This design comes from an exercise in tuning for small area, a short achievable clock period and few clock cycles on the open sky130 flow, not from production work. Function was checked by simulation only, so behaviour that the tests miss may differ from the original.

==> job 4969: inputs <==
## processor_16b
module processor_16b(
input clk, rst,
input [15:0] din,
output [15:0] dataout, address,
output [7:0] status,
output mem_wr
    );
==> flow/config.mk <==
export PLATFORM = sky130hd
export DESIGN_NAME = processor_16b
export DESIGN_NICKNAME = processor_16b
export VERILOG_FILES = /design/flow/design.v
export SDC_FILE = /design/flow/constraint.sdc
export NUM_CORES = 4
export LEC_CHECK = 0
export CAP_MARGIN = 20
export CORE_MARGIN = 2
export CORE_UTILIZATION = 65
export CTS_BUF_LIST = sky130_fd_sc_hd__clkbuf_16
export CTS_CLUSTER_DIAMETER = 100
export CTS_CLUSTER_SIZE = 30
export PLACE_DENSITY = 0.8
export SLEW_MARGIN = 20
==> flow/constraint.sdc <==
create_clock -name core_clock -period 50.0 [get_ports {clk}]
set_input_delay 10.0000 -clock core_clock [delete_from_list [all_inputs] [get_ports {clk}]]
set_output_delay 10.0000 -clock core_clock [all_outputs]
set_load 0.01 [all_outputs]
standard.sh (not shown) runs the stock make flow with config.mk's settings and CLKGATE_MAP_FILE= SYNTH_SCRIPT=/design/flow/synth_recipe.tcl, a recipe that flattens the netlist after the stock synthesis.
==> flow/flow/run.sh <==
#!/bin/bash
# The standard layout, with two changes in how it is made:
#  - repair_timing is asked to leave a setup margin, so that the paths that
#    set the achieved period (bus outputs, din inputs, ALU) are sized and
#    buffered for a short period rather than only for the 50 ns clock;
#  - every port still gets its buffer, but a plain buf_2 is asked for rather
#    than the delay cells the port buffering otherwise picks.
# The SDC, clock period, synthesis and every other step are the standard ones.
set -euo pipefail
bash standard.sh SETUP_SLACK_MARGIN=38.4 "BUFFER_PORTS_ARGS=-buffer_cell sky130_fd_sc_hd__buf_2" finish > standard.log 2>&1
==> job 4184 (differences from job 4969) <==
==> flow/design.v (replaced) <==
`timescale 1ns / 1ps
module processor_16b(
input clk, rst,
input [15:0] din,
output [15:0] dataout, address,
output [7:0] status,
output mem_wr
    );
    reg        exe;             
    reg        dv;              
    reg        mv;              
    reg [15:0] pc;              
    reg [15:0] ir;
    reg [15:0] opa, opb;        
    reg        fN, fZ, fC;
    reg [16:0] acc;             
    reg [15:0] quo;             
    reg [3:0]  cnt;             
    reg        d_ua;            
    reg        d_ub;            
    reg        d_wr;            
    reg        d_cal;           
    reg        d_ill;           
    function legal_f;
        input [15:0] w;
        legal_f = (w[15:12] == 4'b0100) && (w[11:7] <= 5'd17);
    endfunction
    wire [2:0] wa = ir[8:6];
    wire [4:0] k  = ir[11:7];
    wire legal = legal_f(ir);
    wire op_add = legal && k == 5'd0;
    wire op_sub = legal && k == 5'd1;
    wire op_mul = legal && k == 5'd2;
    wire op_div = legal && k == 5'd4;
    wire op_inc = legal && k == 5'd5;
    wire op_dec = legal && k == 5'd6;
    wire op_and = legal && k == 5'd7;
    wire op_or  = legal && k == 5'd8;
    wire op_xor = legal && k == 5'd9;
    wire op_not = legal && k == 5'd10;
    wire op_ld  = legal && k == 5'd11;
    wire op_st  = legal && k == 5'd12;
    wire op_cal = legal && k == 5'd16;
    wire op_ret = legal && k == 5'd17;
    wire op_br  = legal && (k == 5'd13 || k == 5'd14 || k == 5'd15);
    wire [15:0] a = opa;
    wire [15:0] b = opb;
    wire        subm = op_sub || op_div;
    wire [15:0] yb   = op_inc ? 16'h0000 : op_dec ? 16'hFFFF : subm ? ~b : b;
    wire [16:0] sum  = {1'b0, a} + {1'b0, yb} + {16'd0, subm || op_inc};
    wire        cry  = sum[16] ^ subm;                
    function [4:0] blen;
        input [15:0] x;
        integer i;
        begin
            blen = 5'd0;
            for (i = 0; i < 16; i = i + 1)
                if (x[i]) blen = i + 1;
        end
    endfunction
    wire [4:0] la = blen(a);
    wire [4:0] lb = blen(b);
    wire [3:0] d0 = la[3:0] - lb[3:0];
    wire b_zero = (b == 16'd0);
    wire div_one = (la == lb);                        
    wire div_trivial = b_zero || cry || div_one;       
    wire [15:0] rem   = acc[15:0];
    wire [15:0] bs    = b << cnt;
    wire [16:0] rdiff = {1'b0, rem} - {1'b0, bs};
    wire        qbit  = ~rdiff[16];
    wire [15:0] qnext = {quo[14:0], qbit};
    function [2:0] topdig;                            
        input [15:0] x;
        begin
            if (x[15])              topdig = 3'd5;
            else if (|x[14:12])     topdig = 3'd4;
            else if (|x[11:9])      topdig = 3'd3;
            else if (|x[8:6])       topdig = 3'd2;
            else if (|x[5:3])       topdig = 3'd1;
            else                    topdig = 3'd0;
        end
    endfunction
    wire [2:0]  ja  = topdig(a);
    wire [2:0]  jb  = topdig(b);
    wire        swp = (ja < jb);
    wire [15:0] mx  = swp ? a : b;
    wire [15:0] mm  = swp ? b : a;
    wire [2:0]  mj0 = swp ? ja : jb;                  
    wire [2:0]  mj  = mv ? cnt[2:0] : mj0;
    reg  [2:0]  dg;
    always @(*) begin
        case (mj)
            3'd0: dg = mx[2:0];
            3'd1: dg = mx[5:3];
            3'd2: dg = mx[8:6];
            3'd3: dg = mx[11:9];
            3'd4: dg = mx[14:12];
            default: dg = {2'b00, mx[15]};
        endcase
    end
    wire [16:0] mbase = mv ? {acc[13:0], 3'b000} : 17'd0;
    wire [16:0] mres  = mbase + ({17{dg[0]}} & {1'b0, mm}) + ({17{dg[1]}} & {mm, 1'b0})
                      + ({17{dg[2]}} & {mm[14:0], 2'b00});
    wire        mlast = (mj == 3'd0);
    reg [15:0] res;
    reg        setf;            
    reg        cres;
    always @(*) begin
        res = b; cres = 1'b0; setf = 1'b0;
        if (dv) begin
            res = qnext; setf = 1'b1;
        end else if (mv) begin
            res = mres[15:0]; cres = mres[16]; setf = 1'b1;
        end else begin
            case (1'b1)
                op_add: begin res = sum[15:0];  cres = cry;  setf = 1'b1; end
                op_sub: begin res = sum[15:0];  cres = cry;  setf = 1'b1; end
                op_mul: begin res = mres[15:0]; cres = mres[16]; setf = 1'b1; end
                op_div: begin res = b_zero ? 16'hFFFF : cry ? 16'h0000 : 16'h0001; setf = 1'b1; end
                op_inc: res = sum[15:0];
                op_dec: res = sum[15:0];
                op_and: res = a & b;
                op_or:  res = a | b;
                op_xor: res = a ^ b;
                op_not: res = ~a;
                default: res = b;
            endcase
        end
    end
    wire div_go  = op_div && !div_trivial;             
    wire div_end = dv && (cnt == 4'd0);
    wire mul_go  = op_mul && !mlast;                   
    wire mul_end = mv && mlast;
    wire seq = exe && !dv && !mv && legal && !(op_ld || op_st || op_cal || op_ret || div_go || mul_go);
    wire fetch = !exe || seq || div_end || mul_end;
    wire to_fetch = exe && (op_ld || op_st || op_cal || op_ret);
    wire wr_reg = exe && !dv && !mv && legal && !(op_st || op_cal || op_ret || op_br || div_go || mul_go) ||
                  div_end || mul_end;
    wire wr_fwd = wr_reg && !op_ld;
    assign address = d_ua ? a : d_ub ? b : pc;
    assign dataout = d_cal ? pc : b;
    assign mem_wr  = d_wr;
    assign status  = d_ill ? 8'hF0 : 8'h00;
    wire [15:0] wdata = rst ? 16'd0 : op_ld ? din : res;
    wire [15:0] rf [0:7];
    genvar g;
    generate for (g = 0; g < 8; g = g + 1) begin : regs
        reg [15:0] r;
        wire en = rst || (wr_reg && wa == g);
        always @(posedge clk)
            if (en) r <= wdata;
        assign rf[g] = r;
    end endgenerate
    wire [2:0]  nfa = din[5:3];
    wire [2:0]  nsa = din[2:0];
    wire [15:0] na  = (wr_fwd && wa == nfa) ? res : rf[nfa];
    wire [15:0] nb  = (wr_fwd && wa == nsa) ? res : rf[nsa];
    wire        nz  = (wr_fwd && setf) ? (res == 16'd0) : fZ;
    wire [4:0]  nk  = din[11:7];
    wire        nl  = legal_f(din);
    always @(posedge clk)
        if (fetch) begin
            ir  <= din;
            opa <= na;
            opb <= nb;
        end
    always @(posedge clk) begin
        if (rst || (!fetch && to_fetch)) begin
            d_ua <= 1'b0; d_ub <= 1'b0; d_wr <= 1'b0; d_cal <= 1'b0; d_ill <= 1'b0;
        end else if (fetch) begin
            d_ua  <= nl && (nk == 5'd12 || nk == 5'd16 || nk == 5'd17);
            d_ub  <= nl && (nk == 5'd11 || nk == 5'd13 || (nk == 5'd14 && nz) || (nk == 5'd15 && !nz));
            d_wr  <= nl && (nk == 5'd12 || nk == 5'd16);
            d_cal <= nl && nk == 5'd16;
            d_ill <= !nl;
        end
    end
    always @(posedge clk) begin
        if (div_go && exe && !dv && !mv) begin
            acc <= {1'b0, a};
            quo <= 16'd0;
            cnt <= d0;
        end else if (mul_go && exe && !dv && !mv) begin
            acc <= mres;
            cnt <= {1'b0, mj0 - 3'd1};
        end else if (dv) begin
            if (qbit)
                acc[15:0] <= rdiff[15:0];
            quo <= qnext;
            cnt <= cnt - 4'd1;
        end else if (mv) begin
            acc <= mres;
            cnt <= cnt - 4'd1;
        end
    end
    always @(posedge clk) begin
        if (rst)
            {fN, fZ, fC} <= 3'b000;
        else if (wr_reg && setf)
            {fN, fZ, fC} <= {res[15], res == 16'd0, cres};
    end
    always @(posedge clk) begin
        if (rst) begin
            exe <= 1'b0;
            dv  <= 1'b0;
            mv  <= 1'b0;
            pc  <= 16'd0;
        end else begin
            if (fetch) begin
                pc  <= address + 16'd1;
                exe <= 1'b1;
            end else if (to_fetch) begin
                exe <= 1'b0;
                if (op_cal)
                    pc <= b;
                if (op_ret)
                    pc <= din;
            end
            if (div_go && exe && !dv && !mv)
                dv <= 1'b1;
            else if (div_end)
                dv <= 1'b0;
            if (mul_go && exe && !dv && !mv)
                mv <= 1'b1;
            else if (mul_end)
                mv <= 1'b0;
        end
    end
endmodule
==> flow/flow/run.sh (replaced) <==
#!/bin/bash
# The standard layout, unchanged except that repair_timing is asked to
# leave a setup margin, so that the paths that set the achieved period (bus
# outputs, din inputs, ALU) are sized and buffered for a short period rather
# than only for the 50 ns clock. The SDC, clock period and every other step
# are the standard ones.
set -euo pipefail
bash standard.sh SETUP_SLACK_MARGIN=38.5 finish > standard.log 2>&1
- CORE_UTILIZATION: 65 -> 40
- CTS_BUF_LIST: sky130_fd_sc_hd__clkbuf_16 -> not set
- CTS_CLUSTER_DIAMETER: 100 -> not set
- CTS_CLUSTER_SIZE: 30 -> not set
- PLACE_DENSITY: 0.8 -> not set
==> job 301 (differences from job 4969) <==
--- a/flow/design.v
+++ b/flow/design.v
@@ -108,15 +108,15 @@
         end
     endfunction
     wire [4:0] la = blen(a);
     wire [4:0] lb = blen(b);
     wire [3:0] d0 = la[3:0] - lb[3:0];
     wire b_zero = (b == 16'd0);
     wire div_one = (la == lb);                        
-    wire b_gt_a = cry;                                
+    wire b_gt_a = gtf(a, b);
     wire div_trivial = b_zero || b_gt_a || div_one;    
     wire [15:0] rem   = opa;
     wire [15:0] bs    = b << cnt;
     wire [16:0] rsum  = csadd(rem, ~bs, 1'b1);
     wire [16:0] rdiff = {~rsum[16], rsum[15:0]};      
     wire        qbit  = ~rdiff[16];
     wire [15:0] qnext = {acc[14:0], qbit};
==> flow/flow/run.sh (replaced) <==
#!/bin/bash
# The standard layout, with two changes in how it is made:
#  - repair_timing is asked to leave a setup margin, so that the paths that
#    set the achieved period (bus outputs, din inputs, ALU) are sized and
#    buffered for a short period rather than only for the 50 ns clock;
#  - every port still gets its buffer, but a plain buf_2 is asked for rather
#    than the delay cells the port buffering otherwise picks.
# The SDC, clock period, synthesis and every other step are the standard ones.
set -euo pipefail
bash standard.sh SETUP_SLACK_MARGIN=38 "BUFFER_PORTS_ARGS=-buffer_cell sky130_fd_sc_hd__buf_2" finish > standard.log 2>&1
- CORE_UTILIZATION: 65 -> 55
- CTS_CLUSTER_DIAMETER: 100 -> 80
- CTS_CLUSTER_SIZE: 30 -> 25
- PLACE_DENSITY: 0.8 -> 0.7
==> job 8054 (differences from job 4969) <==
--- a/flow/design.v
+++ b/flow/design.v
@@ -10,14 +10,15 @@
     reg        dv;              
     reg        mv;              
     reg [15:0] pc;              
     reg [15:0] ir;
     reg [15:0] opa, opb;        
     reg        fN, fZ, fC;
     reg [16:0] acc;             
+    reg [15:0] quo;             
     reg [3:0]  cnt;             
     reg        d_ua;            
     reg        d_ub;            
     reg        d_wr;            
     reg        d_cal;           
     reg        d_ill;           
     function legal_f;
@@ -108,22 +109,22 @@
         end
     endfunction
     wire [4:0] la = blen(a);
     wire [4:0] lb = blen(b);
     wire [3:0] d0 = la[3:0] - lb[3:0];
     wire b_zero = (b == 16'd0);
     wire div_one = (la == lb);                        
-    wire b_gt_a = cry;                                
+    wire b_gt_a = gtf(a, b);
     wire div_trivial = b_zero || b_gt_a || div_one;    
-    wire [15:0] rem   = opa;
+    wire [15:0] rem   = acc[15:0];
     wire [15:0] bs    = b << cnt;
     wire [16:0] rsum  = csadd(rem, ~bs, 1'b1);
     wire [16:0] rdiff = {~rsum[16], rsum[15:0]};      
     wire        qbit  = ~rdiff[16];
-    wire [15:0] qnext = {acc[14:0], qbit};
+    wire [15:0] qnext = {quo[14:0], qbit};
     function [2:0] topdig;                            
         input [15:0] x;
         begin
             if (x[15])              topdig = 3'd5;
             else if (|x[14:12])     topdig = 3'd4;
             else if (|x[11:9])      topdig = 3'd3;
             else if (|x[8:6])       topdig = 3'd2;
@@ -220,36 +221,38 @@
     wire [4:0]  nk  = din[11:7];
     wire        nl  = legal_f(din);
     always @(posedge clk)
         if (fetch) begin
             ir  <= din;
             opa <= na;
             opb <= nb;
-        end else if (dv && qbit)
-            opa <= rdiff[15:0];
+        end
     always @(posedge clk) begin
         if (rst || (!fetch && to_fetch)) begin
             d_ua <= 1'b0; d_ub <= 1'b0; d_wr <= 1'b0; d_cal <= 1'b0; d_ill <= 1'b0;
         end else if (fetch) begin
             d_ua  <= nl && (nk == 5'd12 || nk == 5'd16 || nk == 5'd17);
             d_ub  <= nl && (nk == 5'd11 || nk == 5'd13 || (nk == 5'd14 && nz) || (nk == 5'd15 && !nz));
             d_wr  <= nl && (nk == 5'd12 || nk == 5'd16);
             d_cal <= nl && nk == 5'd16;
             d_ill <= !nl;
         end
     end
     always @(posedge clk) begin
         if (div_go && exe && !dv && !mv) begin
-            acc <= 17'd0;
+            acc <= {1'b0, a};
+            quo <= 16'd0;
             cnt <= d0;
         end else if (mul_go && exe && !dv && !mv) begin
             acc <= mres;
             cnt <= {1'b0, mj0 - 3'd1};
         end else if (dv) begin
-            acc[15:0] <= qnext;
+            if (qbit)
+                acc[15:0] <= rdiff[15:0];
+            quo <= qnext;
             cnt <= cnt - 4'd1;
         end else if (mv) begin
             acc <= mres;
             cnt <= cnt - 4'd1;
         end
     end
     always @(posedge clk) begin
==> flow/flow/run.sh (replaced) <==
#!/bin/bash
# The standard layout, unchanged except that repair_timing is asked to
# leave a setup margin, so that the paths that set the achieved period (bus
# outputs, din inputs, ALU) are sized and buffered for a short period rather
# than only for the 50 ns clock. The SDC, clock period and every other step
# are the standard ones.
set -euo pipefail
bash standard.sh SETUP_SLACK_MARGIN=38 finish > standard.log 2>&1
- CORE_UTILIZATION: 65 -> 55
- CTS_CLUSTER_DIAMETER: 100 -> 80
- CTS_CLUSTER_SIZE: 30 -> 25
- PLACE_DENSITY: 0.8 -> 0.7
==> flow_summary.yaml <==
run_status:
  status: "no timing/DRC/antenna violations"
detailed_routing:
  m1WireLength_um: 21400
  vias: 15681
worst_setup_path:
  critPathBufInv: 2
  cp_slowest_stage_delay_ns: 0.58
global_routing:
  grt_first_pass_wirelength_um: 92900
min_path:
  hold_start: "acc[5]$_SDFFE_PP0P_"
layout:
  n_antenna_cell: 0
placed_design:
  dp_hpwl_um: 43300
  dp_cells: 2023
-- figures above: job 4969

==> flow_summary.yaml <==
detailed_routing:
  vias: 15686
  m1WireLength_um: 24500
min_path:
  hold_start: "fZ$_SDFFE_PP0P_"
worst_setup_path:
  critPathBufInv: 2
  cp_slowest_stage_delay_ns: 0.77
placed_design:
  dp_cells: 2161
layout:
  n_antenna_cell: 1
run_status:
  status: "no timing/DRC/antenna violations"
global_routing:
  grt_first_pass_wirelength_um: 95700
-- figures above: job 301

==> flow_summary.yaml <==
placed_design:
  dp_hpwl_um: 42600
  dp_cells: 2230
  portBuffers: 54
global_routing:
  grt_first_pass_wirelength_um: 92500
min_path:
  hold_start: "fZ$_SDFFE_PP0P_"
timing:
  setup_slack_ns: 38.01
  slew_headroom: 0.232
  timing.final.crit_share: 0.240
synthesis:
  synthSimpleGateAreaFrac: 0.155
worst_setup_path:
  critPathBufInv: 1
  cp_slowest_stage_delay_ns: 0.65
layout:
  n_antenna_cell: 2
  non_clock_inverter_count: 113
  nets: 2038
run_status:
  status: "no timing/DRC/antenna violations"
detailed_routing:
  vias: 15739
  m1WireLength_um: 22600
-- figures above: job 8054

==> flow_summary.yaml <==
run_status:
  status: "no timing/DRC/antenna violations"
layout:
  nMultiInputCombCells: 1718
  nFillCells: 4609
min_path:
  hold_start: "fZ$_SDFFE_PP0P_"
floorplanning:
  nWellTaps: 615
placed_design:
  dp_cells: 2803
  dp_hpwl_um: 52200
global_routing:
  grt_first_pass_wirelength_um: 115000
worst_setup_path:
  cp_slowest_stage_delay_ns: 0.37
  worst-path-max-fanout: 8
  path_delay_family: "flip-flops"
clock_tree:
  postCtsSetupBuffers: 89
detailed_routing:
  m1WireLength_um: 30200
-- figures above: job 4184

Testbench counts of job 4969, summed over its fixed seeds: cycles 29,935.
Testbench counts of job 4184, summed over its fixed seeds: cycles 29,935.
Testbench counts of job 301, summed over its fixed seeds: cycles 29,935.
Testbench counts of job 8054, summed over its fixed seeds: cycles 29,935.

-- re-timing with driven ports --
Ports are ideal in the flow. The routed layouts listed here were re-timed in OpenROAD.
Step 1, drivers: a clkbuf_16 drives clk and a buf_2 each remaining input, both assumed.
Step 2, shift: input delay + t, output delay - t, t = (earliest + latest rising clock arrival at the registers) / 2. This alone moves slack from input paths to output paths.
Three values: ideal ports, drivers, drivers and shift; two values: the first two.
run | t (ns) | slack for setup (ns) | hold slack, ns | worst setup path at the end
job 4969 | 0.561 | 38.349 / 38.294 / 37.951 | 0.486 / 0.486 / 0.486 | input to register
job 4184 | 0.645 | 38.240 / 38.183 / 38.000 | 0.458 / 0.458 / 0.458 | input to register
job 301 | 0.562 | 38.019 / 37.966 / 37.933 | 0.454 / 0.454 / 0.454 | input to register
job 8054 | 0.561 | 38.011 / 37.960 / 37.583 | 0.468 / 0.468 / 0.468 | input to register
After both steps setup and hold are still met in every run listed. For job 8054, which loses most, drivers alone change the setup slack by -0.051 ns; drivers and shift together by -0.428 ns.
